Context: an optimization exercise on an open-source flow, tuned for small area and a short achievable clock period. The choices shown serve that exercise and are no tape-out recipe. At most, simulation tests tie the RTL to the original design; equivalence was not proved. No activity file was given, so power comes from the tool's default toggle rates.

before:
==> module bist_sram, before the edit <==
module bist_sram
(
    input logic [5:0] ramaddr,
    input logic [7:0] ramin,
    input logic we, clk,
    output logic [7:0] ramout
);
    logic [511:0] mem;
    logic [7:0] dec_lo, dec_hi;
    logic [7:0] grp [8];
    logic [7:0] rd;
    always_comb begin
        for (int i = 0; i < 8; i++) begin
            dec_lo[i] = (ramaddr[2:0] == i[2:0]);
            dec_hi[i] = (ramaddr[5:3] == i[2:0]);
        end
        for (int j = 0; j < 8; j++) begin
            grp[j] = '0;
            for (int i = 0; i < 8; i++)
                grp[j] = grp[j] | ({8{dec_lo[i]}} & mem[(j*8+i)*8 +: 8]);
        end
        rd = '0;
        for (int j = 0; j < 8; j++)
            rd = rd | ({8{dec_hi[j]}} & grp[j]);
    end
    always_ff @(posedge clk) begin
        for (int w = 0; w < 64; w++)
            if (we && dec_hi[w/8] && dec_lo[w%8])
                mem[w*8 +: 8] <= ramin;
        ramout <= we ? ramin : rd;
    end
endmodule
==> flow/config.mk <==
export PLATFORM = sky130hd
export DESIGN_NAME = BIST
export DESIGN_NICKNAME = BIST
export VERILOG_FILES = /design/flow/design.v
export SDC_FILE = /design/flow/constraint.sdc
export NUM_CORES = 4
export LEC_CHECK = 0
export ABC_CLOCK_PERIOD_IN_PS = 1800
export CAP_MARGIN = 20
export CORE_MARGIN = 2
export CORE_UTILIZATION = 40
export SETUP_SLACK_MARGIN = 2.0
export SLEW_MARGIN = 20
==> flow/constraint.sdc <==
create_clock -name core_clock -period 4.2 [get_ports {clk}]
set_input_delay 0.8400 -clock core_clock [delete_from_list [all_inputs] [get_ports {clk}]]
set_output_delay 0.8400 -clock core_clock [all_outputs]
set_load 0.01 [all_outputs]
run.sh (not shown) runs the stock make flow with config.mk's settings and CLKGATE_MAP_FILE= SYNTH_SCRIPT=/design/flow/synth_recipe.tcl, a recipe that flattens the netlist after the stock synthesis.
> inputs changed (before -> after)
--- a/flow/design.v
+++ b/flow/design.v
@@ -26,33 +26,39 @@
     input logic [7:0] ramin,
     input logic we, clk,
     output logic [7:0] ramout
 );
     logic [511:0] mem;
-    logic [7:0] dec_lo, dec_hi;
+    logic [7:0] dec_lo, dec_hi, keep;
     logic [7:0] grp [8];
-    logic [7:0] rd;
+    logic [7:0] h0_n, h1_n, h0, h1;
     always_comb begin
         for (int i = 0; i < 8; i++) begin
             dec_lo[i] = (ramaddr[2:0] == i[2:0]);
             dec_hi[i] = (ramaddr[5:3] == i[2:0]);
+            keep[i] = dec_hi[i] & ~we;
         end
         for (int j = 0; j < 8; j++) begin
             grp[j] = '0;
             for (int i = 0; i < 8; i++)
                 grp[j] = grp[j] | ({8{dec_lo[i]}} & mem[(j*8+i)*8 +: 8]);
         end
-        rd = '0;
-        for (int j = 0; j < 8; j++)
-            rd = rd | ({8{dec_hi[j]}} & grp[j]);
+        h0_n = {8{we}} & ramin;
+        h1_n = '0;
+        for (int j = 0; j < 4; j++) begin
+            h0_n = h0_n | ({8{keep[j]}} & grp[j]);
+            h1_n = h1_n | ({8{keep[j+4]}} & grp[j+4]);
+        end
     end
     always_ff @(posedge clk) begin
         for (int w = 0; w < 64; w++)
             if (we && dec_hi[w/8] && dec_lo[w%8])
                 mem[w*8 +: 8] <= ramin;
-        ramout <= we ? ramin : rd;
+        h0 <= h0_n;
+        h1 <= h1_n;
     end
+    assign ramout = h0 | h1;
 endmodule
 module bist_controller (
   input clk,
   input reset,
   input start,
Notes after the runs:
- [compare] base=before new=after: total power density per cell area lower, detailed-placement wirelength estimate higher, synthesized-area fraction occupied by and/or/nand/nor cells higher, synthesized netlist net count higher.
- Going from before to after, maximum fanout encountered on the critical timing path saw a decrease, peak supply drop higher, cell area picked up an extra about 13%, flop and latch count out of synthesis now sits higher, share of the clock period used by the worst path after layout fell 1.5 points.
- Aggregate routed wire length went up by more than 10% going from before to after.
- after vs before, end point of the critical path: MEM.h0[7] vs MEM.ramout[3]
- NOTE number of cells produced by synthesis before->after increased by more than 10%
- Against before, after comes in 40 ps higher on maximum single-stage delay on the critical path.
- Measured against each other, after and before differ in fmax, the lower figure coming from before.
Function was not checked in any run of this note: the RTL went through the layout flow alone.


The RTL this note starts from:
==> flow/design.v <==
module bist_multiplexer (
    input logic [7:0] normal_data,
    input logic normal_rwbar,
    input logic [3:0] bist_data,
    input logic bist_we,
    input logic NbarT,
    output logic we,
    output logic [7:0] mem_data
);
assign we = bist_we | (~NbarT & ~normal_rwbar);
assign mem_data = NbarT ? {4'b0000, bist_data} : normal_data;
endmodule
module bist_addrdec (
    input logic clk,
    input logic [5:0] normal_addr,
    input logic [7:0] blo,
    input logic [7:0] bhi,
    input logic nact_next,
    output logic [7:0] lo,
    output logic [7:0] hi
);
logic nact;
always_ff @(posedge clk)
    nact <= nact_next;
always_comb
    for (int i = 0; i < 8; i++) begin
        lo[i] = blo[i] | (nact & (normal_addr[2:0] == i[2:0]));
        hi[i] = bhi[i] | (nact & (normal_addr[5:3] == i[2:0]));
    end
endmodule
module bist_wordsel (
    input logic [7:0] lo,
    input logic [7:0] hi,
    input logic en,
    output logic [63:0] sel
);
always_comb
    for (int w = 0; w < 64; w++)
        sel[w] = hi[w / 8] & lo[w % 8] & en;
endmodule
module bist_rdbit (
    input logic [63:0] sel,
    input logic [63:0] d,
    input logic byp,
    input logic byp_d,
    output logic q
);
logic [31:0] t1;
logic [7:0] t2;
logic [3:0] t3;
logic b;
for (genvar k = 0; k < 32; k++) begin : g1
    bist_aoi22 A (.a(sel[2*k]), .b(d[2*k]), .c(sel[2*k+1]), .d(d[2*k+1]), .y(t1[k]));
end
for (genvar k = 0; k < 8; k++) begin : g2
    bist_nand4 N (.a(t1[4*k]), .b(t1[4*k+1]), .c(t1[4*k+2]), .d(t1[4*k+3]), .y(t2[k]));
end
bist_and2 B (.a(byp), .b(byp_d), .y(b));
bist_nor2 R0 (.a(t2[0]), .b(t2[1]), .y(t3[0]));
bist_nor2 R1 (.a(t2[2]), .b(t2[3]), .y(t3[1]));
bist_nor2 R2 (.a(t2[4]), .b(t2[5]), .y(t3[2]));
bist_nor3 R3 (.a(t2[6]), .b(t2[7]), .c(b), .y(t3[3]));
bist_nand4 F (.a(t3[0]), .b(t3[1]), .c(t3[2]), .d(t3[3]), .y(q));
endmodule
module bist_aoi22 (input logic a, b, c, d, output logic y);
assign y = ~((a & b) | (c & d));
endmodule
module bist_nand4 (input logic a, b, c, d, output logic y);
assign y = ~(a & b & c & d);
endmodule
module bist_nor2 (input logic a, b, output logic y);
assign y = ~(a | b);
endmodule
module bist_nor3 (input logic a, b, c, output logic y);
assign y = ~(a | b | c);
endmodule
module bist_and2 (input logic a, b, output logic y);
assign y = a & b;
endmodule
module bist_comparator (
    input logic clk,
    input logic NbarT,
    input logic write_en,
    input logic [3:0] data_t,
    input logic [7:0] rd,
    output logic [7:0] seen,
    output logic fail
);
always_ff @(posedge clk) begin
    seen <= rd;
    fail <= NbarT & ~write_en & (seen != {4'b0000, data_t});
end
endmodule
module bist_sram
(
    input logic [7:0] rlo,
    input logic [7:0] rhi,
    input logic [7:0] wlo,
    input logic [7:0] whi,
    input logic [7:0] ramin,
    input logic we, clk,
    output logic [7:0] rd,
    output logic [7:0] ramout
);
    logic [7:0] mem [64];
    logic [63:0] rsel, wsel;
    logic [63:0] col [8];
    bist_wordsel RSEL (.lo(rlo), .hi(rhi), .en(~we), .sel(rsel));
    bist_wordsel WSEL (.lo(wlo), .hi(whi), .en(we), .sel(wsel));
    always_ff @(posedge clk)
        for (int w = 0; w < 64; w++)
            if (wsel[w])
                mem[w] <= ramin;
    always_comb
        for (int b = 0; b < 8; b++)
            for (int w = 0; w < 64; w++)
                col[b][w] = mem[w][b];
    for (genvar b = 0; b < 8; b++) begin : g_rd
        bist_rdbit R (.sel(rsel), .d(col[b]), .byp(we), .byp_d(ramin[b]), .q(rd[b]));
    end
    always_ff @(posedge clk)
        ramout <= rd;
endmodule
module bist_controller (
  input clk,
  input reset,
  input start,
  output reg [7:0] lo,
  output reg [7:0] hi,
  output reg write_en,
  output [3:0] data_in,
  input [3:0] data_out,
  output reg bist_done,
  output reg bist_result,
  output test_mode,
  output nact_next
);
  localparam BLANKET_0 = 3'b000, BLANKET_1 = 3'b001, CHECKERBOARD = 3'b010,
             CHECKERBOARD_INV = 3'b011, MARCH_C = 3'b100, MARCH_A = 3'b101;
  reg act, rd, direction, d1, d0;
  reg [2:0] pattern;
  reg [7:0] count;
  reg act_n, rd_n, dir_n, d1_n, d0_n, we_n, done_n, res_n;
  reg [2:0] pat_n;
  reg [7:0] count_n;
  reg [5:0] addr_n;
  assign test_mode = act;
  assign nact_next = ~act_n;
  assign data_in = {d1, d0, d1, d0};
  wire last = &count;
  wire [7:0] count_inc = count + 8'd1;
  wire [5:0] addr_step = direction ? count_inc[5:0] : ~count[5:0];
  always_comb begin
    act_n = act;
    rd_n = rd;
    dir_n = direction;
    d1_n = d1;
    d0_n = d0;
    we_n = write_en;
    done_n = bist_done;
    res_n = bist_result;
    pat_n = pattern;
    count_n = count;
    addr_n = 6'd0;
    if (reset) begin
      act_n = 1'b0;
      rd_n = 1'b0;
      pat_n = BLANKET_0;
      count_n = 8'd0;
      we_n = 1'b0;
      d1_n = 1'b0;
      d0_n = 1'b0;
      done_n = 1'b0;
      res_n = 1'b1;
      dir_n = 1'b1;
    end else if (!act) begin
      if (start && !bist_done) begin
        act_n = 1'b1;
        rd_n = 1'b0;
        count_n = 8'd0;
        we_n = 1'b1;
        d1_n = 1'b0;
        d0_n = 1'b0;
      end
    end else if (!rd) begin
      if (last) begin
        rd_n = 1'b1;
        count_n = 8'd0;
        we_n = 1'b0;
      end else begin
        count_n = count_inc;
        addr_n = addr_step;
        if (pattern == CHECKERBOARD) begin
          d1_n = ~count[0];
          d0_n = count[0];
        end else if (pattern == CHECKERBOARD_INV) begin
          d1_n = count[0];
          d0_n = ~count[0];
        end
      end
    end else begin
      if (last) begin
        if (pattern == MARCH_A && !direction) begin
          act_n = 1'b0;
          done_n = 1'b1;
        end else begin
          rd_n = 1'b0;
          count_n = 8'd0;
          we_n = 1'b1;
          addr_n = ((pattern == MARCH_C || pattern == MARCH_A) && direction) ? 6'h3f : 6'd0;
          case (pattern)
            BLANKET_0: pat_n = BLANKET_1;
            BLANKET_1: begin
              pat_n = CHECKERBOARD;
              d1_n = 1'b1;
              d0_n = 1'b1;
            end
            CHECKERBOARD: begin
              pat_n = CHECKERBOARD_INV;
              d1_n = 1'b0;
              d0_n = 1'b1;
            end
            CHECKERBOARD_INV: begin
              pat_n = MARCH_C;
              d1_n = 1'b1;
              d0_n = 1'b0;
            end
            MARCH_C: begin
              if (direction) dir_n = 1'b0;
              else pat_n = MARCH_A;
              d1_n = 1'b0;
              d0_n = 1'b0;
            end
            MARCH_A: begin
              dir_n = 1'b0;
              d1_n = 1'b1;
              d0_n = 1'b1;
            end
            default: ;
          endcase
        end
      end else begin
        if (data_out != data_in) res_n = 1'b0;
        if (pattern == MARCH_C) begin
          if (count == 8'd0) begin
            d1_n = 1'b1;
            d0_n = 1'b1;
            we_n = 1'b1;
          end else if (count == 8'd1) begin
            if (data_out != 4'hF) res_n = 1'b0;
            d1_n = 1'b0;
            d0_n = 1'b0;
            we_n = 1'b1;
          end else if (count == 8'd2) begin
            if (data_out != 4'h0) res_n = 1'b0;
            we_n = 1'b0;
          end
        end else if (pattern == MARCH_A) begin
          if (count == 8'd0) begin
            if (data_out != 4'h0) res_n = 1'b0;
            d1_n = 1'b1;
            d0_n = 1'b1;
            we_n = 1'b1;
          end else if (count == 8'd1) begin
            if (data_out != 4'hF) res_n = 1'b0;
            we_n = 1'b0;
          end
        end
        count_n = count_inc;
        addr_n = addr_step;
      end
    end
  end
  always @(posedge clk) begin
    act <= act_n;
    rd <= rd_n;
    direction <= dir_n;
    d1 <= d1_n;
    d0 <= d0_n;
    write_en <= we_n;
    bist_done <= done_n;
    bist_result <= res_n;
    pattern <= pat_n;
    count <= count_n;
    for (int i = 0; i < 8; i++) begin
      lo[i] <= act_n && (addr_n[2:0] == i[2:0]);
      hi[i] <= act_n && (addr_n[5:3] == i[2:0]);
    end
  end
endmodule
module BIST #(
  parameter int size = 6,
  parameter int length = 8
) (
  input logic start, rst, clk, rwbarin,
  input logic [size-1:0] address,
  input logic [length-1:0] datain,
  output logic [length-1:0] dataout,
  output logic fail,
  output logic bist_done,
  output logic bist_result
);
  logic NbarT, nact_next, write_en, we;
  logic [7:0] blo, bhi, rlo, rhi, wlo, whi;
  logic [3:0] data_t;
  logic [7:0] ramin, rd, ramout, seen;
  bist_multiplexer MUX (
    .normal_data(datain),
    .normal_rwbar(rwbarin),
    .bist_data(data_t),
    .bist_we(write_en),
    .NbarT(NbarT),
    .we(we),
    .mem_data(ramin)
  );
  bist_addrdec WDEC (
    .clk(clk),
    .normal_addr(address),
    .blo(blo),
    .bhi(bhi),
    .nact_next(nact_next),
    .lo(wlo),
    .hi(whi)
  );
  bist_addrdec RDEC (
    .clk(clk),
    .normal_addr(address),
    .blo(blo),
    .bhi(bhi),
    .nact_next(nact_next),
    .lo(rlo),
    .hi(rhi)
  );
  bist_controller CNTRL (
    .clk(clk),
    .reset(rst),
    .start(start),
    .lo(blo),
    .hi(bhi),
    .write_en(write_en),
    .data_in(data_t),
    .data_out(seen[3:0]),
    .bist_done(bist_done),
    .bist_result(bist_result),
    .test_mode(NbarT),
    .nact_next(nact_next)
  );
  bist_sram MEM (
    .rlo(rlo),
    .rhi(rhi),
    .wlo(wlo),
    .whi(whi),
    .ramin(ramin),
    .we(we),
    .clk(clk),
    .rd(rd),
    .ramout(ramout)
  );
  bist_comparator CMP (
    .clk(clk),
    .NbarT(NbarT),
    .write_en(write_en),
    .data_t(data_t),
    .rd(rd),
    .seen(seen),
    .fail(fail)
  );
  assign dataout = ramout;
endmodule
==> flow/config.mk <==
export PLATFORM = sky130hd
export DESIGN_NAME = BIST
export DESIGN_NICKNAME = BIST
export VERILOG_FILES = /design/flow/design.v
export SDC_FILE = /design/flow/constraint.sdc
export NUM_CORES = 4
export LEC_CHECK = 0
export CAP_MARGIN = 20
export CORE_MARGIN = 2
export CORE_UTILIZATION = 55
export CTS_CLUSTER_DIAMETER = 100
export CTS_CLUSTER_SIZE = 25
export SETUP_SLACK_MARGIN = 2.0
export SLEW_MARGIN = 20
export SYNTH_HIERARCHICAL = 1
==> flow/constraint.sdc <==
create_clock -name core_clock -period 4.2 [get_ports {clk}]
set_input_delay 0.8400 -clock core_clock [delete_from_list [all_inputs] [get_ports {clk}]]
set_output_delay 0.8400 -clock core_clock [all_outputs]
set_load 0.01 [all_outputs]
standard.sh (not shown) runs the stock make flow with config.mk's settings and CLKGATE_MAP_FILE= SYNTH_SCRIPT=/design/flow/synth_recipe.tcl, a recipe that flattens the netlist after the stock synthesis.
==> flow/flow/run.sh <==
#!/bin/bash
# The standard layout, with the port buffers made of plain buffers
# (sky130_fd_sc_hd__buf_4) instead of the resizer's default choice, and
# synthesis mapping for a lighter load (ABC_LOAD_IN_FF 1) so that it picks
# smaller gates; timing repair sizes up the ones that need it.
set -euo pipefail
export BUFFER_PORTS_ARGS="-buffer_cell sky130_fd_sc_hd__buf_4"
bash standard.sh ABC_LOAD_IN_FF=1 finish > standard_finish.log 2>&1
Next try:
--- a/flow/design.v
+++ b/flow/design.v
@@ -49,18 +49,19 @@
 logic [7:0] t2;
 logic [3:0] t3;
-logic b;
-for (genvar k = 0; k < 32; k++) begin : g1
+for (genvar k = 0; k < 31; k++) begin : g1
     bist_aoi22 A (.a(sel[2*k]), .b(d[2*k]), .c(sel[2*k+1]), .d(d[2*k+1]), .y(t1[k]));
 end
+bist_aoi222 AB (.a(sel[62]), .b(d[62]), .c(sel[63]), .d(d[63]), .e(byp), .f(byp_d), .y(t1[31]));
 for (genvar k = 0; k < 8; k++) begin : g2
     bist_nand4 N (.a(t1[4*k]), .b(t1[4*k+1]), .c(t1[4*k+2]), .d(t1[4*k+3]), .y(t2[k]));
 end
-bist_and2 B (.a(byp), .b(byp_d), .y(b));
-bist_nor2 R0 (.a(t2[0]), .b(t2[1]), .y(t3[0]));
-bist_nor2 R1 (.a(t2[2]), .b(t2[3]), .y(t3[1]));
-bist_nor2 R2 (.a(t2[4]), .b(t2[5]), .y(t3[2]));
-bist_nor3 R3 (.a(t2[6]), .b(t2[7]), .c(b), .y(t3[3]));
+for (genvar k = 0; k < 4; k++) begin : g3
+    bist_nor2 R (.a(t2[2*k]), .b(t2[2*k+1]), .y(t3[k]));
+end
 bist_nand4 F (.a(t3[0]), .b(t3[1]), .c(t3[2]), .d(t3[3]), .y(q));
 endmodule
+module bist_aoi222 (input logic a, b, c, d, e, f, output logic y);
+assign y = ~((a & b) | (c & d) | (e & f));
+endmodule
 module bist_aoi22 (input logic a, b, c, d, output logic y);
 assign y = ~((a & b) | (c & d));
@@ -72,10 +73,4 @@
 assign y = ~(a | b);
 endmodule
-module bist_nor3 (input logic a, b, c, output logic y);
-assign y = ~(a | b | c);
-endmodule
-module bist_and2 (input logic a, b, output logic y);
-assign y = a & b;
-endmodule
 module bist_comparator (
     input logic clk,
@@ -83,12 +78,9 @@
     input logic write_en,
     input logic [3:0] data_t,
-    input logic [7:0] rd,
-    output logic [7:0] seen,
+    input logic [7:0] ramout,
     output logic fail
 );
-always_ff @(posedge clk) begin
-    seen <= rd;
-    fail <= NbarT & ~write_en & (seen != {4'b0000, data_t});
-end
+always_ff @(posedge clk)
+    fail <= NbarT & ~write_en & (ramout != {4'b0000, data_t});
 endmodule
 module bist_sram
@@ -100,7 +92,7 @@
     input logic [7:0] ramin,
     input logic we, clk,
-    output logic [7:0] rd,
     output logic [7:0] ramout
 );
+    logic [7:0] rd;
     logic [7:0] mem [64];
     logic [63:0] rsel, wsel;
@@ -304,5 +296,5 @@
   logic [7:0] blo, bhi, rlo, rhi, wlo, whi;
   logic [3:0] data_t;
-  logic [7:0] ramin, rd, ramout, seen;
+  logic [7:0] ramin, ramout;
   bist_multiplexer MUX (
     .normal_data(datain),
@@ -340,5 +332,5 @@
     .write_en(write_en),
     .data_in(data_t),
-    .data_out(seen[3:0]),
+    .data_out(ramout[3:0]),
     .bist_done(bist_done),
     .bist_result(bist_result),
@@ -354,5 +346,4 @@
     .we(we),
     .clk(clk),
-    .rd(rd),
     .ramout(ramout)
   );
@@ -362,6 +353,5 @@
     .write_en(write_en),
     .data_t(data_t),
-    .rd(rd),
-    .seen(seen),
+    .ramout(ramout),
     .fail(fail)
   );
What happened: Synthesized area is lower by 1.0%; routed wire length is lower by 4.4%; critical path depth does not change; first-iteration DRC count is higher by 4.4%; total power is lower by 1.6%; hold slack gets better by 0.0080 ns; cell count is lower by 0.57%; setup slack gets worse by 0.032 ns; die area is lower by 1.0%; synthesized cell count is lower by 0.60%; sequential power is lower by about 1%; sequential share of layout area is higher by 0.91 points; design area is lower by 2.2%.

==> what the ideal ports hide <==
The results above use ideal ports. As a check the final layouts listed here were re-extracted and re-timed, cells and wires unchanged. Step 1 sets driving cells, clkbuf_16 on the clock port and buf_2 on the other inputs (assumed; they add their load-dependent delay and slew). Step 2 adds t to the input delays and takes it off the output delays; t is the mean of the earliest and latest rising clock arrival at the registers after step 1. Input paths then give back, and output paths get back, about the clock's delay inside the block. a / b / c = ideal / step 1 / step 2; a / b = the first two.
run	shift t [ns]	setup WS [ns]	clock arrival spread, ns	slew at the worst register clock pin (ns)	pins driven straight from the clock port
before	0.667	1.668 / 1.680 / 1.034	0.018 / 0.019	0.07 / 0.07	1
after	0.675	1.731 / 1.723 / 1.049	0.017 / 0.017	0.07 / 0.07	1
the first run of note 2	0.639	2.015 / 2.015 / 1.379	0.034 / 0.035	0.10 / 0.10	1
the second run of note 2	0.633	1.983 / 1.983 / 1.381	0.024 / 0.024	0.10 / 0.10	1
After both steps every run listed still meets setup and hold. For after, which loses most, drivers alone change the setup slack by -0.008 ns; drivers and shift together by -0.682 ns.
